This design comes from an exercise in tuning for small area, a short achievable clock period and few clock cycles on the open sky130 flow, not from production work. At most, simulation tests tie the RTL to the original design; equivalence was not proved. For runs 1 and 2, only the layout was checked, not whether the RTL still works. No activity file was given, so power comes from the tool's default toggle rates.

--- flow/run.sh ---
#!/bin/bash
# Standard synthesis, then the standard layout steps with a larger setup
# margin for the timing repair (the constraints are unchanged).
set -euo pipefail
bash standard.sh synth > synth.log 2>&1
bash standard.sh SETUP_SLACK_MARGIN=7 finish > layout.log 2>&1
--- standard.sh ---
#!/bin/bash
# synth_recipe.tcl (not shown) runs the flow's synth.tcl, then flattens the netlist and writes it again
# the make line also repeats each setting of config.mk as NAME=value (left out here)
make -C /OpenROAD-flow-scripts/flow DESIGN_CONFIG=/design/flow/config.mk WORK_HOME=/design/flow/orfs CLKGATE_MAP_FILE= SYNTH_SCRIPT=/design/flow/synth_recipe.tcl "${@:-finish}"
--- config.mk ---
export PLATFORM = sky130hd
export DESIGN_NAME = MultiCycleCPU
export DESIGN_NICKNAME = MultiCycleCPU
export VERILOG_FILES = /design/flow/design.v
export SDC_FILE = /design/flow/constraint.sdc
export NUM_CORES = 8
export LEC_CHECK = 0
export CAP_MARGIN = 20
export CORE_MARGIN = 2
export CORE_UTILIZATION = 40
export SETUP_SLACK_MARGIN = 5
export SLEW_MARGIN = 20
export SYNTH_HIERARCHICAL = 1
export SYNTH_MINIMUM_KEEP_SIZE = 0
export TNS_END_PERCENT = 5
--- constraint.sdc ---
create_clock -name core_clock -period 9.5 [get_ports {clk}]
set_input_delay 1.9000 -clock core_clock [delete_from_list [all_inputs] [get_ports {clk}]]
set_output_delay 1.9000 -clock core_clock [all_outputs]
set_load 0.01 [all_outputs]
--- design.v ---
`timescale 1ns / 1ps
module RegisterFile(reset, clk, we, wa, wd, nra1, nra2, rd1, rd2);
    input reset;
    input clk;
    input we;
    input [4:0] wa;
    input [31:0] wd;
    input [4:0] nra1;        
    input [4:0] nra2;
    output [31:0] rd1;
    output [31:0] rd2;
    reg [31:0] data [1:31];
    reg [31:1] valid;
    integer i;
    always @(posedge clk) begin
        for (i = 1; i < 32; i = i + 1)
            if (we && wa == i) data[i] <= wd;
    end
    always @(posedge clk or posedge reset) begin
        if (reset)
            valid <= 31'b0;
        else
            for (i = 1; i < 32; i = i + 1)
                if (we && wa == i) valid[i] <= 1'b1;
    end
    reg [31:1] s1, s2;
    always @(posedge clk) begin
        for (i = 1; i < 32; i = i + 1) begin
            s1[i] <= (nra1 == i) & (valid[i] | (we && wa == i));
            s2[i] <= (nra2 == i) & (valid[i] | (we && wa == i));
        end
    end
    genvar b, g;
    generate
        for (b = 0; b < 32; b = b + 1) begin : BIT
            wire [9:0] n1, n2;
            for (g = 0; g < 10; g = g + 1) begin : GRP
                wire [2:0] d = {data[3*g+3][b], data[3*g+2][b], data[3*g+1][b]};
                RdSel3 u1(.s(s1[3*g+3:3*g+1]), .d(d), .yn(n1[g]));
                RdSel3 u2(.s(s2[3*g+3:3*g+1]), .d(d), .yn(n2[g]));
            end
            assign rd1[b] = ~&n1 | (s1[31] & data[31][b]);
            assign rd2[b] = ~&n2 | (s2[31] & data[31][b]);
        end
    endgenerate
endmodule
module RdSel3(s, d, yn);
    input [2:0] s;
    input [2:0] d;
    output yn;
    assign yn = ~|(s & d);
endmodule
`timescale 1ns / 1ps
module ALU(a, b, sub, sltu, sel_slt, sel_logic, lop, sel_shift, shamt, sfn, oth, sum);
    input [31:0] a;
    input [31:0] b;
    input sub;
    input sltu;
    input sel_slt;
    input sel_logic;
    input [1:0] lop;         
    input sel_shift;
    input [4:0] shamt;
    input [1:0] sfn;         
    output [31:0] oth;
    output [31:0] sum;
    wire [33:0] s = {1'b0, a, 1'b1} + {1'b0, b, sub};
    assign sum = s[32:1];
    wire lt = sltu ? ~s[33] : ((a[31] == b[31]) ? a[31] : s[32]);
    reg [31:0] lg;
    always @(*) begin
        case (lop)
            2'b00: lg = a & b;
            2'b01: lg = a | b;
            2'b10: lg = a ^ b;
            default: lg = ~(a | b);
        endcase
    end
    wire [31:0] sh;
    Shifter SH1(.x(b), .n(shamt), .left(~sfn[1]), .arith(sfn[0]), .y(sh));
    assign oth = sel_slt ? {31'h0, lt} : sel_logic ? lg : sh;
endmodule
module Shifter(x, n, left, arith, y);
    input [31:0] x;
    input [4:0] n;
    input left;
    input arith;
    output [31:0] y;
    function [31:0] rev(input [31:0] v);
        integer k;
        for (k = 0; k < 32; k = k + 1) rev[k] = v[31 - k];
    endfunction
    wire [31:0] xi = left ? rev(x) : x;
    wire fill = arith & x[31];
    wire [63:0] ext = {{32{fill}}, xi};
    wire [31:0] r = ext >> n;
    assign y = left ? rev(r) : r;
endmodule
`timescale 1ns / 1ps
module MultiCycleCPU (reset, clk, mem_addr, mem_wdata, mem_we, mem_rdata);
    input reset;
    input clk;
    output [31:0] mem_addr;
    output [31:0] mem_wdata;
    output mem_we;
    input [31:0] mem_rdata;
    reg  [29:0] fpc;          
    reg  [31:0] ir;           
    reg         dv;           
    reg  [29:0] dpc4;         
    reg  [31:0] ir2;          
    reg         dv2;
    reg         d_jpend;      
    reg         ev;           
    reg  [31:0] e_a, e_b;     
    reg  [31:0] e_sd;         
    reg  [29:0] e_bt;         
    reg  [4:0]  e_wa;         
    reg         e_lw, e_sw, e_beq;
    reg         e_sub, e_sltu, e_slt, e_logic, e_shift;
    reg  [1:0]  e_lop, e_sfn;
    reg  [4:0]  e_sh;
    reg         ld_cyc;       
    reg         st_cyc;       
    reg  [31:0] addr_q;       
    reg  [4:0]  ldrt_q;       
    wire        m_cyc = ld_cyc | st_cyc;
    wire [5:0] op = ir[31:26];
    wire [4:0] rs = ir[25:21];
    wire [4:0] rt = ir[20:16];
    wire [4:0] rd = ir[15:11];
    wire [5:0] fn = ir[5:0];
    wire d_rtype = ~op[5] & ~op[3] & ~op[2] & ~op[1];       
    wire d_jump  = ~op[5] & ~op[3] & op[1];                 
    wire d_jal   = d_jump & op[0];                          
    wire d_beq   = ~op[5] & ~op[3] & op[2];                 
    wire d_itype = ~op[5] & op[3];                          
    wire d_lw    = op[5] & ~op[3];                          
    wire d_sw    = op[5] & op[3];                           
    wire d_jr    = d_rtype & ~fn[5] & fn[3];                
    wire d_fe    = rs == rt;                                
    wire r_alu   = d_rtype & fn[5];
    wire i_lui   = d_itype & op[2] & op[1];
    wire i_andi  = d_itype & op[2] & ~op[1];
    wire i_slt   = d_itype & ~op[2] & op[1];
    wire [4:0] d_wa = d_rtype ? rd : d_jal ? 5'd31 : (d_itype | d_lw) ? rt : 5'd0;
    wire [31:0] ra, rb;
    wire [31:0] e_sum, e_oth;
    reg         e_is_sum;
    wire        rf_we = ld_cyc | (ev & ~e_lw);
    wire [4:0]  rf_wa = ld_cyc ? ldrt_q : e_wa;
    wire [31:0] rf_wd = (~ld_cyc & e_is_sum) ? e_sum : (ld_cyc ? mem_rdata : e_oth);
    wire e_taken    = ev & e_beq & (e_a == e_b);              
    wire e_mem      = ev & (e_lw | e_sw);                     
    wire fe_a, fm_a;
    wire jr_wait    = d_jr & fe_a;
    wire d_adv      = dv & ~e_taken & ~e_mem & ~jr_wait;
    wire d_redirect = d_adv & (d_jr | (d_beq & d_fe) | (d_jump & d_jpend));
    wire fetch_ok   = ~m_cyc & ~e_taken & ~d_redirect & ~(dv & jr_wait);
    wire f_jump     = mem_rdata[31:27] == 5'b00001;           
    wire [31:0] nir = (d_adv | ~dv) ? (dv2 ? ir2 : mem_rdata) : ir;
    RegisterFile RF1(.reset(reset), .clk(clk), .we(rf_we), .wa(rf_wa), .wd(rf_wd),
                     .nra1(nir[25:21]), .nra2(nir[20:16]), .rd1(ra), .rd2(rb));
    assign fe_a = ev & ~e_lw & (e_wa == rs) & (rs != 5'd0);
    wire   fe_b = ev & ~e_lw & (e_wa == rt) & (rt != 5'd0);
    assign fm_a = ld_cyc & (ldrt_q == rs) & (rs != 5'd0);
    wire fm_b = ld_cyc & (ldrt_q == rt) & (rt != 5'd0);
    wire [31:0] a_fwd = (fe_a & e_is_sum) ? e_sum : fe_a ? e_oth : fm_a ? mem_rdata : ra;
    wire [31:0] b_fwd = (fe_b & e_is_sum) ? e_sum : fe_b ? e_oth : fm_b ? mem_rdata : rb;
    wire        d_sub = (r_alu & fn[1] & ~fn[2]) | (r_alu & fn[3]) | i_slt;
    wire [31:0] simm = {{16{ir[15]}}, ir[15:0]};
    wire [31:0] imm  = i_lui ? {ir[15:0], 16'h0000} : i_andi ? {16'h0000, ir[15:0]} : simm;
    wire [29:0] d_bt = dpc4 + simm[29:0];
    wire [29:0] fpc1 = fpc + 30'h1;
    wire [31:0] jr_t = fm_a ? mem_rdata : ra;
    wire        f_jmp_now = fetch_ok & f_jump & (d_adv | ~dv);
    reg  [29:0] fpc_n;
    always @(*) begin
        if (e_taken)
            fpc_n = e_bt;
        else if (d_redirect)
            fpc_n = d_jr ? jr_t[31:2] : d_jump ? {dpc4[29:26], ir[25:0]} : d_bt;
        else if (fetch_ok)
            fpc_n = f_jmp_now ? {fpc[29:26], mem_rdata[25:0]} : fpc1;
        else
            fpc_n = fpc;
    end
    always @(posedge clk or posedge reset) begin
        if (reset) begin
            fpc    <= 30'h0;
            addr_q <= 32'h0;
        end else begin
            fpc    <= fpc_n;
            addr_q <= e_mem ? e_sum : {fpc_n, 2'b00};
        end
    end
    always @(posedge clk or posedge reset) begin
        if (reset) begin
            dv  <= 1'b0;
            dv2 <= 1'b0;
        end else if (e_taken | d_redirect) begin
            dv  <= 1'b0;
            dv2 <= 1'b0;
        end else if (d_adv) begin
            dv  <= dv2 | fetch_ok;
            dv2 <= 1'b0;
        end else if (dv) begin
            dv2 <= dv2 | fetch_ok;
        end else begin
            dv  <= fetch_ok;
        end
    end
    always @(posedge clk) begin
        if (d_adv | ~dv) begin
            ir      <= dv2 ? ir2 : mem_rdata;
            dpc4    <= dv2 ? fpc : fpc1;
            d_jpend <= dv2;
        end
        if (~dv2)
            ir2 <= mem_rdata;
    end
    always @(posedge clk or posedge reset) begin
        if (reset)
            ev <= 1'b0;
        else
            ev <= d_adv;
    end
    always @(posedge clk) begin
        if (d_adv)
            e_sd <= b_fwd;
    end
    always @(posedge clk) begin
        e_a     <= (d_jal | d_jr) ? 32'h0 : a_fwd;
        e_b     <= ((d_rtype & ~d_jr) | d_beq ? b_fwd :
                    (d_jal | d_jr) ? {dpc4, 2'b00} : imm) ^ {32{d_sub}};
        e_bt    <= d_bt;
        e_wa    <= d_wa;
        e_lw    <= d_lw;
        e_sw    <= d_sw;
        e_beq   <= d_beq & ~d_fe;
        e_sub   <= d_sub;
        e_is_sum <= ~((r_alu & fn[3]) | i_slt | (r_alu & fn[2] & ~fn[3]) | i_andi |
                      (d_rtype & ~fn[5] & ~fn[3]));
        e_sltu  <= d_rtype ? fn[0] : op[0];
        e_slt   <= (r_alu & fn[3]) | i_slt;
        e_logic <= (r_alu & fn[2] & ~fn[3]) | i_andi;
        e_lop   <= d_rtype ? fn[1:0] : 2'b00;
        e_shift <= d_rtype & ~fn[5] & ~fn[3];
        e_sfn   <= fn[1:0];
        e_sh    <= ir[10:6];
    end
    ALU ALU1(.a(e_a), .b(e_b), .sub(e_sub), .sltu(e_sltu),
             .sel_slt(e_slt), .sel_logic(e_logic), .lop(e_lop),
             .sel_shift(e_shift), .shamt(e_sh), .sfn(e_sfn),
             .oth(e_oth), .sum(e_sum));
    always @(posedge clk or posedge reset) begin
        if (reset) begin
            ld_cyc <= 1'b0;
            st_cyc <= 1'b0;
        end else begin
            ld_cyc <= ev & e_lw;
            st_cyc <= ev & e_sw;
        end
    end
    always @(posedge clk) begin
        ldrt_q <= e_wa;
    end
    assign mem_addr  = addr_q;
    assign mem_wdata = e_sd;
    assign mem_we    = st_cyc;
endmodule
==> flow_summary.json, run 1 <==
{
  "clk_transition_reported_paths_ns": 0.06,
  "nFillCells": 14200,
  "synth_nets": 5176,
  "syn_to_final_growth_pct": 19.8,
  "vias_per_cell": 7.00,
  "htreeDepth": 4,
  "max-slew-margin-rel_pct": 16.8,
  "period_minus_slack_ns": 3.70,
  "firstDrtPassIters": 14,
  "nets": 5508,
  "rsz0062_at_grt": "yes",
  "cts-root-buf": "clkbuf_16",
  "synthCells": 5042,
  "syn_area_per_cell_um2": 13.0,
  "path_class": "primary input to register",
  "final-seq-area_um2": 39400,
  "drtAntennaViolNets": 0,
  "hold_violations": 0,
  "initial_utilization_pct": 40.2,
  "dr_total_vias": 53700,
  "crit_fanout": 5,
  "peakVddDrop_mv": 0.258,
  "max_cap_viol_count": 0,
  "fin_crit_sh_pct": 39.0,
  "routed_wl_um": 279000,
  "grt_pass1_vias": 50000,
  "wl_per_cell_um": 36.3,
  "grt_pass1_wl_um": 383000,
  "critPathMaxStageDelay_ns": 0.74,
  "finalSetupTns_ns": 0,
  "drv_slew": 0,
  "crit_chain": "clkdlybuf4s50_1, mux2i_2, a21oi_1, a31oi_1, a211oi_1, a21o_1, mux2_2",
  "clkLatencyLatePin_ns": 0.80,
  "num_rows": 148,
  "r2r_slack_ns": 5.81,
  "worst_pin_slew_ns": 1.25,
  "leakagePower_nw": 27.6,
  "crit_slowest_cell": "clkdlybuf4s50_1",
  "coreArea_um2": 162000,
  "timing.fmax_mhz": 270,
  "end_kind": "register",
  "p_total_mw": 36.2,
  "cts-buffers-inserted": 146,
  "worstPathRequired_ns": 10.15,
  "skew_ns": 0.0468,
  "gr-total-overflow": 0,
  "hpwl_um": 172000,
  "portBuffers": 98,
  "cts_num_sinks": 1398,
  "cp.arrival_ns": 4.35,
  "chipHeight_um": 408,
  "track_usage_pct": 32.0,
  "cts_tree": "done",
  "syn_area_um2": 65300,
  "ioPinCount": 99,
  "die_w_um": 408,
  "antenna_found_initial": 15,
  "outcome": "complete, no violations",
  "postCtsHoldBufs": 0,
  "setup_viol_count_final": 0,
  "powerDensity_nw_per_um2": 463,
  "multi_input_area_um2": 27100,
  "hp-class": "register to register",
  "drc_errors": 0,
  "cp-start-kind": "primary input",
  "drt-initial-drc-count": 11400,
  "yosys_warnings": 11,
  "place_congestion": 1.05,
  "die_area_um2": 167000,
  "grt_max_degree": 97,
  "cts.path.max_buffers": 3,
  "layout-drive-gt1-share_pct": 20.1
}
cells in the final DEF (no fill, tap or decap), drive strengths merged, types with 16 or more instances in the layout:
cell,instances
edfxtp,1076
a222oi,640
nor2,338
nand2,307
buf,272
a21oi,261
dfxtp,224
clkbuf,207
mux2,195
inv,163
o21ai,160
nand4,146
mux2i,121
nor3,114
xnor2,99
dfrtp,98
ha,98
a211oi,92
xor2,76
nand3,73
a2111o,65
clkdlybuf4s50,57
clkinv,48
nor4,40
o211ai,37
dlygate4sd2,33
a22oi,30
mux4,28
nand2b,27
a31oi,25
and3,24
nor2b,24
and2,24
a21o,17
or2,16
metal layers:
metal,wire length (um),global-route usage [%]
met2,119000,47.5
met5,115,0.431
met3,44400,11.8
met1,101000,41.8
met4,14300,13.7
repair_timing:
item / CTS / global route
pin swaps: 62 / 44
setup buffers: 99 / 24
hold endpoints to repair: 0 / 0
setup endpoints to repair: 2436 / 2467
gates resized for setup: 461 / 121
cloned: 40 / 6
worst max-delay path: cells and delay by family:
family / cells / cell delay (ns)
muxes: 2 / 0.87
AOI/OAI and AO/OA: 4 / 0.82
buffers and inverters: 1 / 0.74
sequential cells by signal, summed over array words and instances (netlist names), 30 cells and up:
| name | count |
|---|---|
| ir | 31 |
| e_a | 32 |
| e_b | 32 |
| fpc | 30 |
| addr_q | 32 |
| RF1.valid | 31 |
| dpc4 | 30 |
| e_sd | 32 |
| RF1.s1 | 31 |
| e_bt | 30 |
| RF1.s2 | 31 |
| RF1.data | 992 |
| ir2 | 31 |
power by group:
| part | switching, mW | total, mW | internal (mW) |
|---|---|---|---|
| clock | 2.52 | 5.72 | 3.20 |
| combinational | 13.1 | 19.4 | 6.30 |
| sequential | 1.18 | 11.1 | 9.90 |
final timing paths:
kind	startpoint	end	depth (start not counted)
worst max register to register	e_sfn[1]$_DFF_P_	RF1.data[12][24]$_DFFE_PP_	12
min in group asynchronous	reset	RF1.valid[30]$_DFFE_PP0P_	3
worst min-delay path	e_wa[0]$_DFF_P_	ldrt_q[0]$_DFF_P_	0
worst max-delay path	mem_rdata[19]	addr_q[19]$_DFF_PP0_	7
max in group asynchronous	reset	ev$_DFF_PP0_	3
worst min register to register	e_wa[0]$_DFF_P_	ldrt_q[0]$_DFF_P_	0
layout make-up:
cell class | instances | share of cell area [%]
Clock buffer | 205 | 5.27
Sequential cell | 1398 | 50.3
Timing Repair inverter | 1 | 0.0112
Tap cell | 2175 | 3.48
Inverter | 160 | 0.806
Antenna cell | 10 | 0.0320
Clock inverter | 58 | 0.819
Multi-Input combinational cell | 3296 | 34.6
Timing Repair Buffer | 371 | 4.60
through the flow:
step | setup WS, ns | instances | hold slack, ns | area, um^2 | util, %
floorplan | 5.90 | 5042 | 0.382 | 65600 | -
global placement | 4.28 | 7232 | 0.403 | 69600 | 42.9
detailed placement | 4.20 | 7232 | 0.406 | 69600 | 42.9
CTS | 5.88 | 7634 | 0.416 | 77400 | 47.7
global route | 5.80 | 7664 | 0.427 | 78200 | 48.2
finish | 5.80 | 7674 | 0.415 | 78300 | 48.2
==> inputs of run 2 (changes only) <==
==> run.sh (new file) <==
#!/bin/bash
# synth_recipe.tcl (not shown) runs the flow's synth.tcl, then flattens the netlist and writes it again
# the make line also repeats each setting of config.mk as NAME=value (left out here)
make -C /OpenROAD-flow-scripts/flow DESIGN_CONFIG=/design/flow/config.mk WORK_HOME=/design/flow/orfs CLKGATE_MAP_FILE= SYNTH_SCRIPT=/design/flow/synth_recipe.tcl finish
removed: flow/run.sh
removed: standard.sh
==> flow_summary.json, run 2 <==
{
  "cts_setup_buffers": 0,
  "r2r_end": "e_b[25]$_DFF_P_",
  "cts-root-buf": "clkbuf_16",
  "vias_per_cell": 6.94,
  "place_congestion": 1.02,
  "synthCells": 5042,
  "crit_fanout": 8,
  "timing.fmax_mhz": 218,
  "syn_to_final_growth_pct": 13.7,
  "die_w_um": 408,
  "max-slew-margin-rel_pct": 27.7,
  "yosys_warnings": 11,
  "holdPathEnd": "ldrt_q[0]$_DFF_P_",
  "critPathMaxStageDelay_ns": 0.54,
  "place_area_um2": 69400,
  "grt_use_met2_pct": 46.1,
  "fin_crit_sh_pct": 48.2,
  "r2r-start": "e_b[1]$_DFF_P_",
  "hold_path.startpoint": "e_wa[0]$_DFF_P_",
  "layout-drive-gt1-share_pct": 12.2,
  "powerDensity_nw_per_um2": 444,
  "die_area_um2": 167000,
  "period_minus_slack_ns": 4.58,
  "final_common_cell": "edfxtp_1",
  "clk_transition_reported_paths_ns": 0.06,
  "coreArea_um2": 162000,
  "ioPinCount": 99,
  "skew_ns": 0.0760,
  "crit_buf_inv": 1,
  "syn_area_um2": 65300,
  "drt-initial-drc-count": 11300,
  "cp-start-kind": "register",
  "antenna_found_initial": 7,
  "final_util_pct": 45.7,
  "clkLatencyLatePin_ns": 0.82,
  "portBuffers": 98,
  "initial_utilization_pct": 40.2,
  "setup_viol_count_final": 0,
  "grtUsageMet3_pct": 8.49,
  "finalSetupTns_ns": 0,
  "max_cap_viol_count": 0,
  "grtUsageMet1_pct": 40.5,
  "gr-total-overflow": 0,
  "grt_pass1_vias": 49300,
  "htreeDepth": 4,
  "r2r_slack_ns": 4.92,
  "track_usage_pct": 30.8,
  "path_class": "register to register",
  "largest_reg_flops": 992,
  "hpwl_um": 171000,
  "drv_slew": 0,
  "p_total_mw": 33.0,
  "worstPathRequired_ns": 10.16,
  "leakagePower_nw": 25.9,
  "rsz0062_at_grt": "yes",
  "grt_max_degree": 97,
  "firstDrtPassIters": 12,
  "cp.arrival_ns": 5.24,
  "cp_common_cell": "a21oi_1",
  "chipHeight_um": 408,
  "outcome": "complete, no violations",
  "drc_errors": 0,
  "end_kind": "register",
  "busiest_layer": "met2",
  "final_cell_mix": "1076 x edfxtp_1, 640 x a222oi_1, 304 x nor2_1",
  "drtAntennaViolNets": 0,
  "cts_tree": "done",
  "crit_slowest_cell": "a21oi_1",
  "wl_per_cell_um": 35.3,
  "r2r_cells": 15,
  "dr_total_vias": 52200,
  "grt_pass1_wl_um": 371000,
  "cts_num_sinks": 1398,
  "routed_wl_um": 265000,
  "crit_chain": "inv_1, ha_1, nor2b_1, o31ai_1, a31oi_1, a211o_1, a21oi_2, o211ai_1, a21oi_1, xnor2_1, mux2_2, nor2_1, a21oi_1, a21oi_1, xnor2_1",
  "peakVddDrop_mv": 0.403,
  "syn_area_per_cell_um2": 13.0,
  "cts.path.max_buffers": 3,
  "design_area_um2": 74200,
  "hp-class": "register to register",
  "num_rows": 148,
  "hold_violations": 0,
  "regMostFlops": "RF1.data",
  "synth_nets": 5176,
  "cts-buffers-inserted": 148,
  "postCtsHoldBufs": 0,
  "crit_family": "compound AO/OA/AOI/OAI gates",
  "nets": 5346,
  "worstHoldPathCells": 0,
  "worst_pin_slew_ns": 1.05
}
[run 2: what timing repair did]
item,4_1_cts,5_1_grt
gates resized for setup,6,7
endpoints found under the setup margin,827,635
hold endpoints to repair,0,0
pin swaps,0,0
[run 2: metrics by stage]
step / worst slack, ns / std cells / hold WS (ns)
after floorplan: 5.70 / 5042 / 0.382
after global placement: 4.45 / 7236 / 0.412
after detailed placement: 4.32 / 7236 / 0.411
after CTS: 4.91 / 7506 / 0.421
after global routing: 4.81 / 7507 / 0.430
final: 4.92 / 7512 / 0.426
[run 2: metal layers]
metal / share of wire (%) / up-vias
met5: 0.011 / -
met4: 5.9 / 4
met3: 14 / 739
met2: 44 / 4088
met1: 37 / 25800
li1: - / 21500
[run 2: layout make-up]
class / instances / area, um^2
Fill cell: 14600 / 88200
Clock inverter: 69 / 672
Inverter: 160 / 603
Sequential cell: 1398 / 39300
Tap cell: 2175 / 2720
Multi-Input combinational cell: 3262 / 24800
Timing Repair Buffer: 242 / 2090
Antenna cell: 5 / 12.5
Clock buffer: 201 / 4090
[run 2: how the worst max path moves through the flow]
stage                         from                         to  slack (ns)  depth (start not counted)
floorplan           ir[22]$_DFF_P_          RF1.s1[2]$_DFF_P_        5.70                         14
global placement     mem_rdata[28]       addr_q[19]$_DFF_PP0_        4.45                          8
detailed placement   mem_rdata[28]       addr_q[19]$_DFF_PP0_        4.32                          8
CTS                 e_b[0]$_DFF_P_  RF1.data[7][29]$_DFFE_PP_        4.91                         12
global route        e_b[1]$_DFF_P_            e_b[27]$_DFF_P_        4.81                         15
finish              e_b[1]$_DFF_P_            e_b[25]$_DFF_P_        4.92                         15
[run 2: report_power, final]
group | total [mW] | switching (mW) | internal [mW] | leakage, nW
Combinational | 16.1 | 11.5 | 4.65 | 10.7
Sequential | 11.2 | 1.26 | 9.89 | 12.9
Clock | 5.71 | 2.54 | 3.16 | 2.33
Total | 33.0 | 15.3 | 17.7 | 25.9
==> inputs of run 3 (changes only) <==
--- a/design.v
+++ b/design.v
@@ -151,3 +151,5 @@
     wire [4:0]  rf_wa = ld_cyc ? ldrt_q : e_wa;
-    wire [31:0] rf_wd = (~ld_cyc & e_is_sum) ? e_sum : (ld_cyc ? mem_rdata : e_oth);
+    wire [31:0] rf_wd = ({32{~ld_cyc & e_is_sum}} & e_sum) |
+                        ({32{~ld_cyc & ~e_is_sum}} & e_oth) |
+                        ({32{ld_cyc}} & mem_rdata);
     wire e_taken    = ev & e_beq & (e_a == e_b);              
@@ -167,3 +169,2 @@
     wire fm_b = ld_cyc & (ldrt_q == rt) & (rt != 5'd0);
-    wire [31:0] a_fwd = (fe_a & e_is_sum) ? e_sum : fe_a ? e_oth : fm_a ? mem_rdata : ra;
     wire [31:0] b_fwd = (fe_b & e_is_sum) ? e_sum : fe_b ? e_oth : fm_b ? mem_rdata : rb;
@@ -173,2 +174,14 @@
     wire [29:0] d_bt = dpc4 + simm[29:0];
+    wire        a_zero = d_jal | d_jr;            
+    wire        use_rb = (d_rtype & ~d_jr) | d_beq;
+    wire [31:0] kb     = a_zero ? {dpc4, 2'b00} : imm;
+    wire [31:0] e_a_n  = ({32{~a_zero & fe_a & e_is_sum}} & e_sum) |
+                         ({32{~a_zero & fe_a & ~e_is_sum}} & e_oth) |
+                         ({32{~a_zero & ~fe_a & fm_a}} & mem_rdata) |
+                         ({32{~a_zero & ~fe_a & ~fm_a}} & ra);
+    wire [31:0] e_b_n  = (({32{use_rb & fe_b & e_is_sum}} & e_sum) |
+                          ({32{use_rb & fe_b & ~e_is_sum}} & e_oth) |
+                          ({32{use_rb & ~fe_b & fm_b}} & mem_rdata) |
+                          ({32{use_rb & ~fe_b & ~fm_b}} & rb) |
+                          ({32{~use_rb}} & kb)) ^ {32{d_sub}};
     wire [29:0] fpc1 = fpc + 30'h1;
@@ -176,13 +189,15 @@
     wire        f_jmp_now = fetch_ok & f_jump & (d_adv | ~dv);
-    reg  [29:0] fpc_n;
+    wire [29:0] f_jt = {fpc[29:26], mem_rdata[25:0]};
+    reg  [29:0] fpc_b;
     always @(*) begin
         if (e_taken)
-            fpc_n = e_bt;
+            fpc_b = e_bt;
         else if (d_redirect)
-            fpc_n = d_jr ? jr_t[31:2] : d_jump ? {dpc4[29:26], ir[25:0]} : d_bt;
+            fpc_b = d_jr ? jr_t[31:2] : d_jump ? {dpc4[29:26], ir[25:0]} : d_bt;
         else if (fetch_ok)
-            fpc_n = f_jmp_now ? {fpc[29:26], mem_rdata[25:0]} : fpc1;
+            fpc_b = fpc1;
         else
-            fpc_n = fpc;
-    end
+            fpc_b = fpc;
+    end
+    wire [29:0] fpc_n = f_jmp_now ? f_jt : fpc_b;
     always @(posedge clk or posedge reset) begin
@@ -193,3 +208,4 @@
             fpc    <= fpc_n;
-            addr_q <= e_mem ? e_sum : {fpc_n, 2'b00};
+            addr_q <= (f_jmp_now & ~e_mem) ? {f_jt, 2'b00} :
+                      e_mem ? e_sum : {fpc_b, 2'b00};
         end
@@ -232,5 +248,4 @@
     always @(posedge clk) begin
-        e_a     <= (d_jal | d_jr) ? 32'h0 : a_fwd;
-        e_b     <= ((d_rtype & ~d_jr) | d_beq ? b_fwd :
-                    (d_jal | d_jr) ? {dpc4, 2'b00} : imm) ^ {32{d_sub}};
+        e_a     <= e_a_n;
+        e_b     <= e_b_n;
         e_bt    <= d_bt;
==> flow/run.sh (new file) <==
#!/bin/bash
# Standard synthesis, then the standard layout steps with a larger setup
# margin for the timing repair, sizing not limited to the cell footprint,
# and buf_4 port buffers. The constraints are unchanged.
set -euo pipefail
bash standard.sh synth > synth.log 2>&1
bash standard.sh SETUP_SLACK_MARGIN=7 "MATCH_CELL_FOOTPRINT=" \
    "BUFFER_PORTS_ARGS=-buffer_cell sky130_fd_sc_hd__buf_4" finish > layout.log 2>&1
==> standard.sh (new file) <==
#!/bin/bash
# synth_recipe.tcl (not shown) runs the flow's synth.tcl, then flattens the netlist and writes it again
# the make line also repeats each setting of config.mk as NAME=value (left out here)
make -C /OpenROAD-flow-scripts/flow DESIGN_CONFIG=/design/flow/config.mk WORK_HOME=/design/flow/orfs CLKGATE_MAP_FILE= SYNTH_SCRIPT=/design/flow/synth_recipe.tcl "${@:-finish}"
removed: run.sh
==> flow_summary.json, run 3 <==
{
  "r2r_slack_ns": 5.79,
  "end_kind": "register",
  "cts_tree": "done",
  "peakVddDrop_mv": 0.228,
  "grt_max_degree": 97,
  "max-slew-margin-rel_pct": 18.0,
  "worst_pin_slew_ns": 1.23,
  "final-seq-area_um2": 39400,
  "largest_reg_flops": 992,
  "r2r_end": "addr_q[19]$_DFF_PP0_",
  "clkLatencyLatePin_ns": 0.81,
  "coreArea_um2": 162000,
  "gr-total-overflow": 0,
  "outcome": "complete, no violations",
  "vias_per_cell": 7.06,
  "grt_pass1_wl_um": 383000,
  "hold_violations": 0,
  "ioPinCount": 99,
  "wl_per_cell_um": 37.6,
  "crit_slowest_cell": "a2111o_1",
  "hp-class": "register to register",
  "r2r_cells": 10,
  "max_cap_viol_count": 0,
  "hpwl_um": 175000,
  "cp-start-kind": "register",
  "yosys_warnings": 11,
  "timing.fmax_mhz": 270,
  "firstDrtPassIters": 11,
  "drt-initial-drc-count": 11000,
  "powerDensity_nw_per_um2": 464,
  "period_minus_slack_ns": 3.71,
  "drtAntennaViolNets": 0,
  "layout-drive-gt1-share_pct": 19.6,
  "cts-root-buf": "clkbuf_16",
  "place_congestion": 1.01,
  "cts.path.max_buffers": 3,
  "drc_errors": 0,
  "routed_wl_um": 285000,
  "postCtsHoldBufs": 0,
  "synth_nets": 5151,
  "die_area_um2": 166000,
  "syn_area_per_cell_um2": 13.0,
  "track_usage_pct": 32.3,
  "chipHeight_um": 408,
  "leakagePower_nw": 26.4,
  "regMostFlops": "RF1.data",
  "synthCells": 5017,
  "fin_crit_sh_pct": 39.1,
  "nFillCells": 14600,
  "cts-buffers-inserted": 147,
  "crit_chain": "buf_8, a222oi_1, nand4_1, a2111o_1, mux2i_2, o21ai_0, o311a_1, a21oi_1, a21oi_2, mux2_2",
  "crit_fanout": 32,
  "clk_transition_reported_paths_ns": 0.06,
  "final_cell_mix": "1076 x edfxtp_1, 640 x a222oi_1, 340 x nand2_1",
  "htreeDepth": 4,
  "die_w_um": 408,
  "setup_viol_count_final": 0,
  "design_area_um2": 76600,
  "worstHoldPathCells": 0,
  "r2r-start": "RF1.s1[10]$_DFF_P_",
  "multi_input_area_um2": 26300,
  "nets": 5431,
  "antenna_found_initial": 28,
  "cts_num_sinks": 1398,
  "critPathMaxStageDelay_ns": 0.51,
  "holdPathEnd": "ldrt_q[1]$_DFF_P_",
  "skew_ns": 0.0680,
  "final_common_cell": "edfxtp_1",
  "cp.arrival_ns": 4.37,
  "grt_pass1_vias": 49700,
  "dr_total_vias": 53600,
  "rsz0062_at_grt": "yes",
  "finalSetupTns_ns": 0,
  "initial_utilization_pct": 40.2,
  "pre_cts_slack_ns": 4.53,
  "path_class": "register to register",
  "portBuffers": 98,
  "drv_slew": 0,
  "num_rows": 148,
  "hold_path.startpoint": "e_wa[1]$_DFF_P_",
  "place_area_um2": 69100,
  "syn_area_um2": 65200,
  "setup_ws_ns": 5.79,
  "worstPathRequired_ns": 10.16,
  "syn_to_final_growth_pct": 17.6
}
[run 3: area by class of cell]
| type | instances | share of cell area, % |
|---|---|---|
| sequential | 1398 | 51.4 |
| multi-input combinational | 3281 | 34.4 |
| clock buffer | 187 | 5.19 |
| timing repair buffer | 310 | 3.64 |
| tap | 2175 | 3.55 |
| clock inverter | 78 | 0.991 |
| inverter | 158 | 0.810 |
| antenna | 4 | 0.0131 |
| timing repair inverter | 1 | 0.0114 |
[run 3: timing repair]
action / 4_1_cts / 5_1_grt
cloned: 23 / 20
pin swaps: 38 / 59
endpoints found under the setup margin: 2380 / 2393
resized for setup: 226 / 192
setup buffers: 47 / 27
endpoints found under the hold margin: 0 / 0
[run 3: critical path, delay by kind of cell (launching register included)]
family	cells	cell delay, ns
compound gates	6	1.83
flops	1	0.34
buf+inv	1	0.20
mux	2	0.74
simple gates	1	0.40
[run 3: where the power goes]
part           total (mW)  leakage, nW  internal [mW]  switching [mW]
logic                18.5         11.3           5.79            12.7
registers            11.4         12.9           10.0            1.33
clock network        5.74         2.28           3.23            2.52
total                35.6         26.4           19.0            16.5
[run 3: worst max path at each step]
stage	from	end	slack, ns
finish	RF1.s1[10]$_DFF_P_	addr_q[19]$_DFF_PP0_	5.79
global placement	ir[22]$_DFF_P_	RF1.s2[2]$_DFF_P_	4.43
floorplan	mem_rdata[29]	addr_q[9]$_DFF_PP0_	6.09
global route	e_sfn[1]$_DFF_P_	e_b[20]$_DFF_P_	5.77
detailed placement	e_sfn[1]$_DFF_P_	RF1.data[10][0]$_DFFE_PP_	4.53
CTS	e_sfn[1]$_DFF_P_	RF1.data[11][0]$_DFFE_PP_	5.87
[run 3: per-stage QoR]
step           utilization, %  std cells  power, mW  hold slack [ns]
5_1_grt                  47.2       7589       36.3            0.431
2_1_floorplan               -       5017       19.9            0.383
6_report                 47.2       7592       35.6            0.428
3_5_place_dp             42.6       7205       26.7            0.421
3_3_place_gp             42.6       7204       26.5            0.422
4_1_cts                  46.5       7540       33.6            0.429
[run 3: metal layers]
| layer | routed length [um] | part of all wire, % | vias to the layer above | GRT usage (%) |
|---|---|---|---|---|
| li1 | - | - | 21700 | - |
| met1 | 102000 | 36 | 26700 | 41.7 |
| met4 | 15600 | 5.5 | 34 | 15.9 |
| met2 | 124000 | 43 | 4370 | 48.5 |
| met3 | 43300 | 15 | 807 | 10.8 |
| met5 | 354 | 0.12 | - | 0 |
Testbench counts of run 3, summed over its fixed seeds: cycles 137,311.
==> inputs of run 4 (changes only) <==
--- a/config.mk
+++ b/config.mk
@@ -10,2 +10,4 @@
 export CORE_UTILIZATION = 40
+export CTS_CLUSTER_DIAMETER = 100
+export CTS_CLUSTER_SIZE = 22
 export SETUP_SLACK_MARGIN = 5
==> flow_summary.json, run 4 <==
{
  "drtAntennaViolNets": 0,
  "gr-total-overflow": 0,
  "antenna_found_initial": 23,
  "cp-start-kind": "register",
  "syn_area_per_cell_um2": 13.0,
  "r2r_slack_ns": 5.70,
  "worst_pin_slew_ns": 1.20,
  "drv_slew": 0,
  "layout-drive-gt1-share_pct": 18.1,
  "r2r-start": "RF1.s1[11]$_DFF_P_",
  "synthCells": 5017,
  "wl_per_cell_um": 37.7,
  "clk_transition_reported_paths_ns": 0.09,
  "worstPathRequired_ns": 10.08,
  "track_usage_pct": 32.1,
  "r2r_end": "addr_q[2]$_DFF_PP0_",
  "end_kind": "register",
  "largest_reg_flops": 992,
  "cp.arrival_ns": 4.37,
  "drc_errors": 0,
  "yosys_warnings": 11,
  "routed_wl_um": 281000,
  "skew_ns": 0.0704,
  "firstDrtPassIters": 10,
  "regMostFlops": "RF1.data",
  "drt-initial-drc-count": 10700,
  "htreeDepth": 3,
  "vias_per_cell": 7.10,
  "cts_tree": "done",
  "max-slew-margin-rel_pct": 19.6,
  "synth_nets": 5151,
  "r2r_cells": 10,
  "grt_pass1_vias": 48900,
  "period_minus_slack_ns": 3.80,
  "chipHeight_um": 408,
  "worstHoldPathCells": 0,
  "peakVddDrop_mv": 0.226,
  "cts-buffers-inserted": 77,
  "hold_path.startpoint": "e_wa[1]$_DFF_P_",
  "clkLatencyLatePin_ns": 0.75,
  "path_class": "register to register",
  "num_rows": 148,
  "dr_total_vias": 52800,
  "initial_utilization_pct": 40.2,
  "powerDensity_nw_per_um2": 450,
  "hp-class": "register to register",
  "postCtsHoldBufs": 0,
  "holdPathEnd": "ldrt_q[1]$_DFF_P_",
  "setup_viol_count_final": 0,
  "max_cap_viol_count": 0,
  "die_area_um2": 166000,
  "crit_fanout": 32,
  "portBuffers": 98,
  "rsz0062_at_grt": "yes",
  "grt_pass1_wl_um": 381000,
  "hold_violations": 0,
  "final_util_pct": 45.6,
  "cts-root-buf": "clkbuf_16",
  "outcome": "complete, no violations",
  "syn_to_final_growth_pct": 13.5,
  "coreArea_um2": 162000,
  "cts_num_sinks": 1398,
  "leakagePower_nw": 25.1,
  "final_common_cell": "edfxtp_1",
  "nets": 5355,
  "grt_max_degree": 97,
  "ioPinCount": 99,
  "timing.fmax_mhz": 263,
  "syn_area_um2": 65200,
  "fin_crit_sh_pct": 40.0,
  "final_cell_mix": "1076 x edfxtp_1, 640 x a222oi_1, 342 x nand2_1",
  "finalSetupTns_ns": 0,
  "cts.path.max_buffers": 3,
  "die_w_um": 408,
  "hpwl_um": 175000,
  "place_congestion": 1.01
}
==> run 4: metal layers <==
metal  vias up  share of wire (%)  track usage (%)
li1      21400                  -                -
met4        26                5.4             14.5
met5         -              0.063                0
met2      4270                 44             48.6
met1     26400                 36             41.8
met3       730                 15             10.5
==> run 4: worst max path at each step <==
stage	startpoint	to	slack (ns)	cells past startpoint
final	RF1.s1[11]$_DFF_P_	addr_q[2]$_DFF_PP0_	5.70	10
after floorplan	mem_rdata[29]	addr_q[9]$_DFF_PP0_	6.09	8
after global placement	ir[22]$_DFF_P_	RF1.s2[2]$_DFF_P_	4.43	10
after global routing	ir[22]$_DFF_P_	RF1.s2[1]$_DFF_P_	5.80	10
after CTS	e_sfn[1]$_DFF_P_	RF1.data[11][0]$_DFFE_PP_	5.87	14
after detailed placement	e_sfn[1]$_DFF_P_	RF1.data[10][0]$_DFFE_PP_	4.53	13
==> run 4: area by class of cell <==
class                           count  area (um^2)
Fill cell                       14800        88300
Tap cell                         2175         2720
Timing Repair Buffer              308         2610
Inverter                          158          621
Clock buffer                      104         2090
Multi-Input combinational cell   3277        26300
Timing Repair inverter              1         8.76
Antenna cell                        5         12.5
Sequential cell                  1398        39400
Clock inverter                     14          225
==> run 4: power breakdown <==
group | internal [mW] | leakage, nW | switching, mW
Sequential | 10.0 | 12.9 | 1.29
Combinational | 5.63 | 11.1 | 12.6
Clock | 1.62 | 1.12 | 2.12
Total | 17.3 | 25.1 | 16.0
==> run 4: timing repair <==
item,4_1_cts,5_1_grt
cloned,25,10
resized for setup,231,162
pin swaps,33,51
setup endpoints to repair,2383,2391
buffers inserted,49,27
==> run 4: through the flow <==
step / instance area, um^2 / hold WS (ns) / setup slack [ns] / total power, mW / cells
6_report: 73900 / 0.415 / 5.70 / 33.3 / 7440
5_1_grt: 73900 / 0.439 / 5.80 / 33.9 / 7437
4_1_cts: 73000 / 0.424 / 5.87 / 31.7 / 7397
3_5_place_dp: 69100 / 0.421 / 4.53 / 26.7 / 7205
3_3_place_gp: 69100 / 0.422 / 4.43 / 26.5 / 7204
2_1_floorplan: 65500 / 0.383 / 6.09 / 19.9 / 5017
==> run 4: critical path, cell delays in order, from the launching register on <==
cell	delay (ns)
dfxtp_1	0.32
buf_4	0.26
a222oi_1	0.45
nand4_1	0.41
a2111o_1	0.52
mux2i_1	0.64
nand2_1	0.13
a21oi_1	0.24
o21a_1	0.19
nor3_1	0.08
mux2_2	0.30
==> inputs of run 5 (changes only) <==
--- a/config.mk
+++ b/config.mk
@@ -9,3 +9,3 @@
 export CORE_MARGIN = 2
-export CORE_UTILIZATION = 40
+export CORE_UTILIZATION = 55
 export CTS_CLUSTER_DIAMETER = 100
==> flow_summary.json, run 5 <==
{
  "hp-class": "register to register",
  "crit_chain": "buf_4, a222oi_1, nand4_1, a2111o_1, mux2i_2, a2bb2oi_1, a21o_1, o31ai_1, a21o_1, mux2_2",
  "max_cap_viol_count": 0,
  "yosys_warnings": 11,
  "largest_reg_flops": 992,
  "cts-buffers-inserted": 75,
  "die_area_um2": 121000,
  "worstHoldPathCells": 0,
  "cts_num_sinks": 1398,
  "crit_fanout": 21,
  "cp.arrival_ns": 4.38,
  "skew_ns": 0.0529,
  "coreArea_um2": 118000,
  "crit_buf_inv": 1,
  "setup_viol_count_final": 0,
  "dr_total_vias": 55000,
  "place_congestion": 1.03,
  "initial_utilization_pct": 55.3,
  "cp_common_cell": "a21o_1",
  "track_usage_pct": 46.9,
  "wl_per_cell_um": 43.3,
  "r2r_slack_ns": 5.71,
  "postCtsHoldBufs": 0,
  "syn_to_final_growth_pct": 13.8,
  "max-slew-margin-rel_pct": 19.5,
  "rsz0062_at_grt": "yes",
  "num_rows": 126,
  "worst_pin_slew_ns": 1.21,
  "hpwl_um": 181000,
  "antenna_found_initial": 19,
  "path_depth": 10,
  "gr-total-overflow": 0,
  "cts.path.max_buffers": 3,
  "drv_slew": 0,
  "peakVddDrop_mv": 0.258,
  "r2r_end": "addr_q[10]$_DFF_PP0_",
  "cp-start-kind": "register",
  "drt-initial-drc-count": 12900,
  "layout-drive-gt1-share_pct": 19.7,
  "path_class": "register to register",
  "ioPinCount": 99,
  "r2r_cells": 10,
  "die_w_um": 348,
  "firstDrtPassIters": 13,
  "cts-root-buf": "clkbuf_16",
  "fin_crit_sh_pct": 39.9,
  "syn_area_per_cell_um2": 13.0,
  "drc_errors": 0,
  "powerDensity_nw_per_um2": 458,
  "vias_per_cell": 8.01,
  "final_common_cell": "edfxtp_1",
  "grt_pass1_wl_um": 395000,
  "crit_path_start": "RF1.s1[14]$_DFF_P_",
  "timing.fmax_mhz": 264,
  "final_cell_mix": "1076 x edfxtp_1, 640 x a222oi_1, 337 x nand2_1",
  "routed_wl_um": 298000,
  "multi_input_area_um2": 26600,
  "cts_tree": "done",
  "crit_family": "compound AO/OA/AOI/OAI gates",
  "outcome": "complete, no violations",
  "nets": 5409,
  "grt_pass1_vias": 50300,
  "nFillCells": 9114,
  "critPathCapture": "addr_q[10]$_DFF_PP0_",
  "synthCells": 5017,
  "clkLatencyLatePin_ns": 0.72,
  "p_total_mw": 34.0,
  "syn_area_um2": 65200,
  "htreeDepth": 3,
  "drtAntennaViolNets": 0,
  "hold_violations": 0,
  "r2r-start": "RF1.s1[14]$_DFF_P_",
  "grt_max_degree": 97,
  "finalSetupTns_ns": 0,
  "final-seq-area_um2": 39400,
  "critPathMaxStageDelay_ns": 0.55,
  "regMostFlops": "RF1.data",
  "portBuffers": 98,
  "worstPathRequired_ns": 10.10,
  "clk_transition_reported_paths_ns": 0.09,
  "period_minus_slack_ns": 3.79,
  "synth_nets": 5151,
  "chipHeight_um": 348,
  "leakagePower_nw": 25.5,
  "crit_slowest_cell": "dfxtp_2",
  "end_kind": "register"
}
-- run 5: power by group --
group          switching, mW  leakage (nW)  internal [mW]  total (mW)
Combinational           13.2          11.6           5.88        19.1
Clock                   2.04          1.07           1.57        3.62
Sequential              1.23          12.9           10.0        11.3
Total                   16.5          25.5           17.5        34.0
-- run 5: per-stage QoR --
stage	util [%]	worst slack, ns	hold slack (ns)	std cells	instance area (um^2)
after floorplan	-	6.09	0.383	5017	65500
after global placement	58.1	4.49	0.391	6581	68400
after detailed placement	58.1	4.40	0.407	6581	68400
after CTS	61.4	5.87	0.414	6774	72300
after global routing	62.9	5.74	0.422	6858	74100
final	62.9	5.71	0.413	6871	74100
-- run 5: repair_timing --
action / in CTS / in global routing
cloned: 27 / 18
setup buffers: 43 / 64
gates resized for setup: 250 / 243
pin swaps: 33 / 48
setup endpoints to repair: 2383 / 2398
-- run 5: cell type report --
| type | instances | area share (%) |
|---|---|---|
| sequential | 1398 | 53.2 |
| multi-input combinational | 3276 | 35.8 |
| timing repair buffer | 363 | 4.46 |
| clock buffer | 114 | 2.86 |
| tap | 1536 | 2.59 |
| inverter | 158 | 0.832 |
| clock inverter | 9 | 0.154 |
| antenna | 14 | 0.0473 |
| timing repair inverter | 3 | 0.0355 |
-- run 5: worst min path at each step --
stage / start / end
after CTS: e_wa[1]$_DFF_P_ / ldrt_q[1]$_DFF_P_
after floorplan: e_wa[0]$_DFF_P_ / ldrt_q[0]$_DFF_P_
after global routing: e_wa[2]$_DFF_P_ / ldrt_q[2]$_DFF_P_
after global placement: e_wa[1]$_DFF_P_ / ldrt_q[1]$_DFF_P_
after detailed placement: e_wa[2]$_DFF_P_ / ldrt_q[2]$_DFF_P_
final: e_wa[1]$_DFF_P_ / ldrt_q[1]$_DFF_P_
-- run 5: per-layer routing --
layer  vias up  wire (um)  GRT usage (%)  part of all wire (%)
li1      21600          -              -                     -
met1     26800      98700           58.8                    33
met2      5448     122000           66.1                    41
met3      1237      49800           18.8                    17
met4        12      27000           32.7                   9.1
met5         -        417          0.560                  0.14
-- run 5: worst register-to-register path: cells and delay by family (launching register included) --
kind                   cells  cell delay [ns]
and+or+nand+nor            1             0.32
muxes                      2             0.73
DFF                        1             0.55
buffers and inverters      1             0.40
AOI/OAI and AO/OA          6             1.67
==> inputs of run 6 (changes only) <==
==> flow/run.sh (replaced) <==
#!/bin/bash
# Standard synthesis, then the standard layout steps with a larger setup
# margin for the timing repair, sizing not limited to the cell footprint,
# and buf_2 port buffers. The constraints are unchanged.
set -euo pipefail
bash standard.sh synth > synth.log 2>&1
bash standard.sh SETUP_SLACK_MARGIN=7 "MATCH_CELL_FOOTPRINT=" \
    "BUFFER_PORTS_ARGS=-buffer_cell sky130_fd_sc_hd__buf_2" finish > layout.log 2>&1
--- a/config.mk
+++ b/config.mk
@@ -9,5 +9,5 @@
 export CORE_MARGIN = 2
-export CORE_UTILIZATION = 55
-export CTS_CLUSTER_DIAMETER = 100
-export CTS_CLUSTER_SIZE = 22
+export CORE_UTILIZATION = 40
+export CTS_CLUSTER_DIAMETER = 110
+export CTS_CLUSTER_SIZE = 26
 export SETUP_SLACK_MARGIN = 5
@@ -16,2 +16,2 @@
 export SYNTH_MINIMUM_KEEP_SIZE = 0
-export TNS_END_PERCENT = 5
+export TNS_END_PERCENT = 0
==> flow_summary.json, run 6 <==
{
  "outcome": "complete, no violations",
  "cp-start-kind": "register",
  "layout-drive-gt1-share_pct": 17.3,
  "cts_num_sinks": 1398,
  "cp.arrival_ns": 4.37,
  "grt_pass1_wl_um": 377000,
  "final_cell_mix": "1076 x edfxtp_1, 640 x a222oi_1, 343 x nand2_1",
  "grt_pass1_vias": 48700,
  "syn_area_per_cell_um2": 13.0,
  "max-slew-margin-rel_pct": 25.8,
  "nets": 5336,
  "hp-class": "register to register",
  "firstDrtPassIters": 13,
  "cp_common_cell": "a211oi_1",
  "dr_total_vias": 52500,
  "drtAntennaViolNets": 0,
  "cts_tree": "done",
  "powerDensity_nw_per_um2": 448,
  "crit_chain": "buf_4, buf_6, a222oi_1, nand4_1, a2111o_1, mux2i_4, buf_12, o21ai_1, a211oi_1, a211oi_1, a221o_1, mux2_4",
  "critPathMaxStageDelay_ns": 0.60,
  "worst_pin_slew_ns": 1.08,
  "multi_input_area_um2": 26100,
  "worstPathRequired_ns": 10.17,
  "largest_reg_flops": 992,
  "syn_to_final_growth_pct": 11.9,
  "yosys_warnings": 11,
  "r2r_slack_ns": 5.81,
  "die_w_um": 408,
  "cts-root-buf": "clkbuf_16",
  "finalSetupTns_ns": 0,
  "crit_slowest_cell": "a2111o_1",
  "portBuffers": 98,
  "postCtsHoldBufs": 0,
  "antenna_found_initial": 18,
  "cts.path.max_buffers": 3,
  "hold_path.startpoint": "e_wa[3]$_DFF_P_",
  "initial_utilization_pct": 40.2,
  "ioPinCount": 99,
  "wl_per_cell_um": 37.4,
  "drt-initial-drc-count": 11800,
  "holdPathEnd": "ldrt_q[3]$_DFF_P_",
  "max_cap_viol_count": 0,
  "syn_area_um2": 65200,
  "die_area_um2": 166000,
  "nFillCells": 14800,
  "place_congestion": 1.04,
  "timing.fmax_mhz": 271,
  "p_total_mw": 32.6,
  "synth_nets": 5151,
  "grt_max_degree": 97,
  "num_rows": 148,
  "crit_fanout": 17,
  "r2r-start": "RF1.s1[22]$_DFF_P_",
  "path_class": "register to register",
  "rsz0062_at_grt": "yes",
  "period_minus_slack_ns": 3.69,
  "end_kind": "register",
  "clkLatencyLatePin_ns": 0.81,
  "coreArea_um2": 162000,
  "cts-buffers-inserted": 61,
  "setup_viol_count_final": 0,
  "drc_errors": 0,
  "track_usage_pct": 31.8,
  "htreeDepth": 2,
  "r2r_cells": 12,
  "routed_wl_um": 277000,
  "place_area_um2": 68800,
  "hold_violations": 0,
  "final_common_cell": "edfxtp_1",
  "worstHoldPathCells": 0,
  "hpwl_um": 171000,
  "synthCells": 5017,
  "design_area_um2": 72900,
  "final-seq-area_um2": 39400,
  "r2r_end": "addr_q[9]$_DFF_PP0_",
  "chipHeight_um": 408,
  "vias_per_cell": 7.06,
  "fin_crit_sh_pct": 38.9,
  "gr-total-overflow": 0,
  "skew_ns": 0.104,
  "clk_transition_reported_paths_ns": 0.11,
  "regMostFlops": "RF1.data",
  "peakVddDrop_mv": 0.268,
  "leakagePower_nw": 24.6,
  "drv_slew": 0
}
run 6: cell count changes in the layout (fill, tap and decap cells not counted), moves of 9 or more:
cell       change
buf_4        -119
buf_2         +98
mux2_4        -26
clkbuf_16     -24
mux2_2        +24
buf_12        -15
buf_6         -13
a21oi_1       +10
a21oi_2        -9
run 6: per-layer routing:
layer / global-route usage (%) / vias to the layer above / share of wire (%)
met3: 9.83 / 736 / 15
met2: 47.7 / 4189 / 43
met4: 16.0 / 14 / 6.3
met5: 0.374 / - / 0.061
li1: - / 21400 / -
met1: 41.5 / 26100 / 36
run 6: area by class of cell:
type | count | share of cell area [%]
Sequential cell | 1398 | 54.1
Multi-Input combinational cell | 3276 | 35.8
Tap cell | 2175 | 3.73
Timing Repair Buffer | 304 | 3.05
Clock buffer | 90 | 2.24
Inverter | 158 | 0.851
Clock inverter | 9 | 0.228
Antenna cell | 11 | 0.0378
Timing Repair inverter | 3 | 0.0360
run 6: worst max-delay path by stage:
stage                     slack [ns]                    endpoint          startpoint  cells past startpoint
after global routing            5.81             e_b[28]$_DFF_P_    e_sfn[1]$_DFF_P_                     15
final                           5.81         addr_q[9]$_DFF_PP0_  RF1.s1[22]$_DFF_P_                     12
after CTS                       5.95  RF1.data[17][21]$_DFFE_PP_    e_sfn[1]$_DFF_P_                     12
after global placement          4.75          RF1.s1[10]$_DFF_P_      ir[22]$_DFF_P_                      9
after floorplan                 6.09         addr_q[9]$_DFF_PP0_       mem_rdata[29]                      8
after detailed placement        4.55           RF1.s1[2]$_DFF_P_      ir[22]$_DFF_P_                      9
run 6: power by group:
group | total, mW | switching [mW] | leakage (nW) | internal (mW)
logic | 18.1 | 12.6 | 10.9 | 5.48
registers | 11.3 | 1.25 | 12.9 | 10.0
clock network | 3.23 | 1.99 | 0.862 | 1.24
run 6: critical path: cells and delay by family, from the launching register on:
kind / cells / cell delay [ns]
buf+inv: 3 / 0.62
simple gates: 1 / 0.32
flops: 1 / 0.31
compound gates: 6 / 1.80
mux: 2 / 0.49
run 6: timing repair:
| action | CTS | global route |
|---|---|---|
| resized for setup | 259 | 96 |
| gates cloned | 30 | 8 |
| pin swaps | 33 | 45 |
| setup endpoints to repair | 2383 | 2386 |
| setup buffers | 48 | 22 |
run 6: stage by stage:
step | cells | worst slack (ns) | util, % | hold slack (ns)
detailed placement | 7206 | 4.55 | 42.4 | 0.408
CTS | 7383 | 5.95 | 44.5 | 0.425
global route | 7414 | 5.81 | 44.9 | 0.434
floorplan | 5017 | 6.09 | - | 0.383
finish | 7424 | 5.81 | 44.9 | 0.421
global placement | 7206 | 4.75 | 42.4 | 0.401
==> inputs of run 7 (changes only) <==
--- a/config.mk
+++ b/config.mk
@@ -10,4 +10,5 @@
 export CORE_UTILIZATION = 40
-export CTS_CLUSTER_DIAMETER = 110
-export CTS_CLUSTER_SIZE = 26
+export CTS_CLUSTER_DIAMETER = 100
+export CTS_CLUSTER_SIZE = 22
+export GPL_ROUTABILITY_DRIVEN = 0
 export SETUP_SLACK_MARGIN = 5
==> flow_summary.json, run 7 <==
{
  "fin_crit_sh_pct": 39.3,
  "worst_pin_slew_ns": 1.34,
  "worstPathRequired_ns": 10.11,
  "die_area_um2": 166000,
  "cts_num_sinks": 1398,
  "num_rows": 148,
  "clkLatencyLatePin_ns": 0.75,
  "firstDrtPassIters": 14,
  "die_w_um": 408,
  "synth_nets": 5151,
  "max-slew-margin-rel_pct": 10.1,
  "finalSetupTns_ns": 0,
  "setup_viol_count_final": 0,
  "wl_met3_um": 40400,
  "postCtsHoldBufs": 0,
  "drt-initial-drc-count": 11000,
  "crit_fanout": 32,
  "drv_slew": 0,
  "cp.arrival_ns": 4.34,
  "path_class": "register to register",
  "place_area_um2": 68800,
  "final_common_cell": "edfxtp_1",
  "synthCells": 5017,
  "cts_tree": "done",
  "cts.path.max_buffers": 3,
  "portBuffers": 98,
  "outcome": "complete, no violations",
  "coreArea_um2": 162000,
  "layout-drive-gt1-share_pct": 16.5,
  "track_usage_pct": 30.7,
  "drtAntennaViolNets": 0,
  "chipHeight_um": 408,
  "p_total_mw": 32.3,
  "end_kind": "register",
  "hp-class": "register to register",
  "grt_pass1_vias": 48400,
  "hold_violations": 0,
  "leakagePower_nw": 24.7,
  "grt_pass1_wl_um": 368000,
  "cp-start-kind": "register",
  "final_cell_mix": "1076 x edfxtp_1, 640 x a222oi_1, 345 x nand2_1",
  "gr-total-overflow": 0,
  "max_cap_viol_count": 0,
  "skew_ns": 0.0750,
  "cts-root-buf": "clkbuf_16",
  "syn_to_final_growth_pct": 11.9,
  "antenna_found_initial": 11,
  "ioPinCount": 99,
  "vias_per_cell": 7.08,
  "clk_transition_reported_paths_ns": 0.10,
  "drc_errors": 0,
  "routed_wl_um": 268000,
  "htreeDepth": 3,
  "highest_layer": "met5",
  "syn_area_per_cell_um2": 13.0,
  "rsz0062_at_grt": "yes",
  "regMostFlops": "RF1.data",
  "timing.fmax_mhz": 268,
  "period_minus_slack_ns": 3.73,
  "met1_length_um": 95100,
  "design_area_um2": 72900,
  "nets": 5333,
  "wl_met2_um": 115000,
  "cts-buffers-inserted": 76,
  "wl_per_cell_um": 36.1,
  "hpwl_um": 166000,
  "peakVddDrop_mv": 0.242,
  "largest_reg_flops": 992,
  "yosys_warnings": 11,
  "initial_utilization_pct": 40.2,
  "grt_max_degree": 97,
  "syn_area_um2": 65200,
  "dr_total_vias": 52500,
  "powerDensity_nw_per_um2": 443
}
==> run 7: area by class of cell <==
type / count / area, um^2
diodes: 7 / 17.5
clock buffers: 106 / 2040
clock inverters: 10 / 184
fillers: 14700 / 89300
inverters: 158 / 617
multi-input cells: 3264 / 25700
flip-flops and latches: 1398 / 39400
well taps: 2175 / 2720
repair buffers: 300 / 2210
repair inverters: 1 / 8.76
==> run 7: power breakdown <==
part	total [mW]	internal, mW	switching [mW]
Sequential	11.3	10.0	1.26
Combinational	17.4	5.23	12.1
Clock	3.63	1.54	2.09
==> run 7: layer usage <==
metal  vias up  GRT usage [%]
met5         -         0.0862
met4         8           17.0
met3       825           10.2
met2      4407           45.3
met1     25900           39.5
li1      21300              -
==> run 7: final timing paths <==
check,startpoint,endpoint,slack (ns),cells after the start
min in group asynchronous,reset,RF1.valid[30]$_DFFE_PP0P_,1.19,2
worst min-delay path,e_wa[1]$_DFF_P_,ldrt_q[1]$_DFF_P_,0.43,0
worst max-delay path,RF1.s1[7]$_DFF_P_,addr_q[29]$_DFF_PP0_,5.77,10
worst max register to register,RF1.s1[7]$_DFF_P_,addr_q[29]$_DFF_PP0_,5.77,10
max in group asynchronous,reset,dv2$_DFFE_PP0P_,7.33,3
worst min register to register,e_wa[1]$_DFF_P_,ldrt_q[1]$_DFF_P_,0.43,0
==> run 7: through the flow <==
| step | utilization (%) | worst slack [ns] | instances | hold WS [ns] |
|---|---|---|---|---|
| 2_1_floorplan | - | 6.09 | 5017 | 0.383 |
| 3_3_place_gp | 42.4 | 4.75 | 7207 | 0.407 |
| 3_5_place_dp | 42.4 | 4.72 | 7208 | 0.414 |
| 4_1_cts | 44.5 | 5.92 | 7376 | 0.430 |
| 5_1_grt | 44.9 | 5.78 | 7413 | 0.439 |
| 6_report | 44.9 | 5.77 | 7419 | 0.427 |
==> run 7: critical path, cell delays in order (launching register included) <==
cell and delay [ns]:
dfxtp_1 0.31, buf_4 0.29, a222oi_1 0.47, nand4_1 0.43
a2111o_1 0.53, mux2i_1 0.60, a22oi_1 0.20, o31ai_1 0.10
nor3_1 0.14, a211oi_1 0.34, o31ai_1 0.13
==> run 7: repair_timing <==
item,CTS,global route
gates cloned,17,6
buffers inserted,35,30
setup endpoints to repair,2380,2392
resized for setup,194,103
pin swaps,23,27
==> inputs of run 8 (changes only) <==
--- a/config.mk
+++ b/config.mk
@@ -12,3 +12,2 @@
 export CTS_CLUSTER_SIZE = 22
-export GPL_ROUTABILITY_DRIVEN = 0
 export SETUP_SLACK_MARGIN = 5
==> flow_summary.json, run 8 <==
{
  "synth_nets": 5151,
  "crit_buf_inv": 1,
  "dp_cells": 7206,
  "fin_crit_sh_pct": 39.1,
  "drtAntennaViolNets": 0,
  "hpwl_um": 171000,
  "finalNonFillerCells": 7420,
  "critPathMaxStageDelay_ns": 0.59,
  "final_cell_mix": "1076 x edfxtp_1, 640 x a222oi_1, 344 x nand2_1",
  "routed_wl_um": 276000,
  "setup_viol_count_final": 0,
  "dr_total_vias": 52600,
  "regMostFlops": "RF1.data",
  "leakagePower_nw": 24.7,
  "outcome": "complete, no violations",
  "path_class": "register to register",
  "hold_path.startpoint": "e_wa[1]$_DFF_P_",
  "die_area_um2": 166000,
  "peakVddDrop_mv": 0.264,
  "crit_family": "compound AO/OA/AOI/OAI gates",
  "r2r-start": "RF1.s1[24]$_DFF_P_",
  "timing.fmax_mhz": 270,
  "cts_tree": "done",
  "cts-root-buf": "clkbuf_16",
  "antenna_found_initial": 19,
  "worst_pin_slew_ns": 1.07,
  "drc_errors": 0,
  "whs_ns": 0.416,
  "num_rows": 148,
  "r2r_end": "addr_q[9]$_DFF_PP0_",
  "cp.arrival_ns": 4.34,
  "gr-total-overflow": 0,
  "vias_per_cell": 7.09,
  "chipHeight_um": 408,
  "max_cap_viol_count": 0,
  "wl_per_cell_um": 37.2,
  "clkLatencyLatePin_ns": 0.75,
  "largest_reg_flops": 992,
  "cts.path.max_buffers": 3,
  "skew_ns": 0.0696,
  "powerDensity_nw_per_um2": 448,
  "syn_area_per_cell_um2": 13.0,
  "path_depth": 10,
  "hold_violations": 0,
  "grt_pass1_wl_um": 378000,
  "hp-class": "register to register",
  "rsz0062_at_grt": "yes",
  "cp_common_cell": "a211oi_1",
  "max-slew-margin-rel_pct": 27.1,
  "nets": 5332,
  "drv_slew": 0,
  "grt_pass1_vias": 49100,
  "cts_num_sinks": 1398,
  "syn_area_um2": 65200,
  "crit_fanout": 17,
  "crit_path_start": "RF1.s1[24]$_DFF_P_",
  "track_usage_pct": 31.8,
  "crit_chain": "buf_6, a222oi_1, nand4_1, a2111o_1, mux2i_4, o21ai_2, a211oi_1, a211oi_1, a221o_1, mux2_4",
  "layout-drive-gt1-share_pct": 17.0,
  "r2r_slack_ns": 5.79,
  "initial_utilization_pct": 40.2,
  "worstPathRequired_ns": 10.13,
  "ioPinCount": 99,
  "critPathCapture": "addr_q[9]$_DFF_PP0_",
  "final_common_cell": "edfxtp_1",
  "finalSetupTns_ns": 0,
  "firstDrtPassIters": 14,
  "end_kind": "register",
  "drt-initial-drc-count": 11500,
  "synthCells": 5017,
  "crit_slowest_cell": "a2111o_1",
  "period_minus_slack_ns": 3.71,
  "postCtsHoldBufs": 0,
  "yosys_warnings": 11,
  "coreArea_um2": 162000,
  "place_congestion": 1.04,
  "die_w_um": 408,
  "syn_to_final_growth_pct": 12.0,
  "cts-buffers-inserted": 75,
  "r2r_cells": 10,
  "cp-start-kind": "register",
  "portBuffers": 98,
  "clk_transition_reported_paths_ns": 0.09,
  "htreeDepth": 3,
  "grt_max_degree": 97
}
-- run 8: how the worst min path moves through the flow --
stage	end	depth (start not counted)
2_1_floorplan	ldrt_q[0]$_DFF_P_	0
3_3_place_gp	ldrt_q[1]$_DFF_P_	0
3_5_place_dp	ldrt_q[1]$_DFF_P_	0
4_1_cts	ldrt_q[1]$_DFF_P_	0
5_1_grt	ldrt_q[1]$_DFF_P_	0
6_report	ldrt_q[1]$_DFF_P_	0
-- run 8: cell type report --
| cell class | instances | area (um^2) |
|---|---|---|
| fillers | 14800 | 89200 |
| repair buffers | 291 | 2120 |
| diodes | 9 | 22.5 |
| well taps | 2175 | 2720 |
| flip-flops and latches | 1398 | 39400 |
| clock inverters | 9 | 163 |
| clock buffers | 106 | 2040 |
| repair inverters | 2 | 17.5 |
| inverters | 158 | 617 |
| multi-input cells | 3272 | 25900 |
-- run 8: through the flow --
step / power (mW) / setup WS, ns / utilization (%) / area [um^2]
after global routing: 33.3 / 5.76 / 45.0 / 73000
after detailed placement: 26.5 / 4.55 / 42.4 / 68800
after global placement: 26.4 / 4.75 / 42.4 / 68700
after floorplan: 19.7 / 6.09 / - / 65300
final: 32.7 / 5.79 / 45.0 / 73000
after CTS: 31.4 / 5.94 / 44.8 / 72600
-- run 8: worst register-to-register path, cell delays in order (launching register included) --
cell,delay (ns)
dfxtp_2,0.52
buf_6,0.33
a222oi_1,0.34
nand4_1,0.30
a2111o_1,0.59
mux2i_4,0.42
o21ai_2,0.15
a211oi_1,0.27
a211oi_1,0.08
a221o_1,0.32
mux2_4,0.27
-- run 8: report_power, final --
part	switching, mW	internal, mW
clock	2.08	1.53
sequential	1.28	10.0
combinational	12.4	5.34
-- run 8: timing repair --
item | in CTS | in global routing
setup endpoints to repair | 2383 | 2392
pin swaps | 34 | 30
gates resized for setup | 259 | 72
setup buffers | 47 | 11
cloned | 29 | 3
-- run 8: routing by layer --
| layer | vias to the layer above | track usage [%] | wire length [um] |
|---|---|---|---|
| met3 | 759 | 10.0 | 41100 |
| met5 | - | 0.374 | 167 |
| li1 | 21400 | - | - |
| met1 | 26200 | 41.3 | 98900 |
| met2 | 4302 | 47.7 | 119000 |
| met4 | 14 | 16.4 | 17300 |

## re-timing with driven ports
The results above use ideal ports. As a check the final layouts listed here were re-extracted and re-timed, cells and wires unchanged. Step 1 assumes that a clkbuf_16 drives the clock port and a buf_2 every other input. Step 2, shift: input delay + t, output delay - t, t = (earliest + latest rising clock arrival at the registers) / 2. This alone moves slack from input paths to output paths. a / b / c = ideal ports / drivers / drivers and shift; a / b = the first two.
run | t (ns) | setup slack, ns | hold slack, ns | latest minus earliest clock arrival (ns) | slew at the worst register clock pin (ns)
run 1 | 0.859 | 5.798 / 5.810 / 4.993 | 0.415 / 0.415 / 0.415 | 0.047 / 0.047 | 0.07 / 0.07
run 2 | 0.867 | 4.922 / 4.922 / 4.243 | 0.426 / 0.426 / 0.426 | 0.076 / 0.076 | 0.07 / 0.07
run 3 | 0.853 | 5.790 / 5.790 / 5.364 | 0.428 / 0.428 / 0.428 | 0.069 / 0.069 | 0.07 / 0.07
run 4 | 0.795 | 5.704 / 5.704 / 5.396 | 0.415 / 0.415 / 0.415 | 0.071 / 0.071 | 0.11 / 0.11
run 5 | 0.766 | 5.713 / 5.713 / 5.404 | 0.412 / 0.412 / 0.412 | 0.053 / 0.054 | 0.10 / 0.10
run 6 | 0.838 | 5.807 / 5.807 / 5.060 | 0.421 / 0.421 / 0.421 | 0.104 / 0.104 | 0.12 / 0.12
run 7 | 0.797 | 5.766 / 5.766 / 5.132 | 0.427 / 0.427 / 0.427 | 0.075 / 0.076 | 0.11 / 0.11
run 8 | 0.806 | 5.789 / 5.789 / 5.073 | 0.416 / 0.416 / 0.416 | 0.070 / 0.069 | 0.11 / 0.11
After both steps every run listed still meets setup and hold. The setup slack of run 1, which loses most, moves by +0.012 ns with the drivers and by -0.805 ns with both steps.
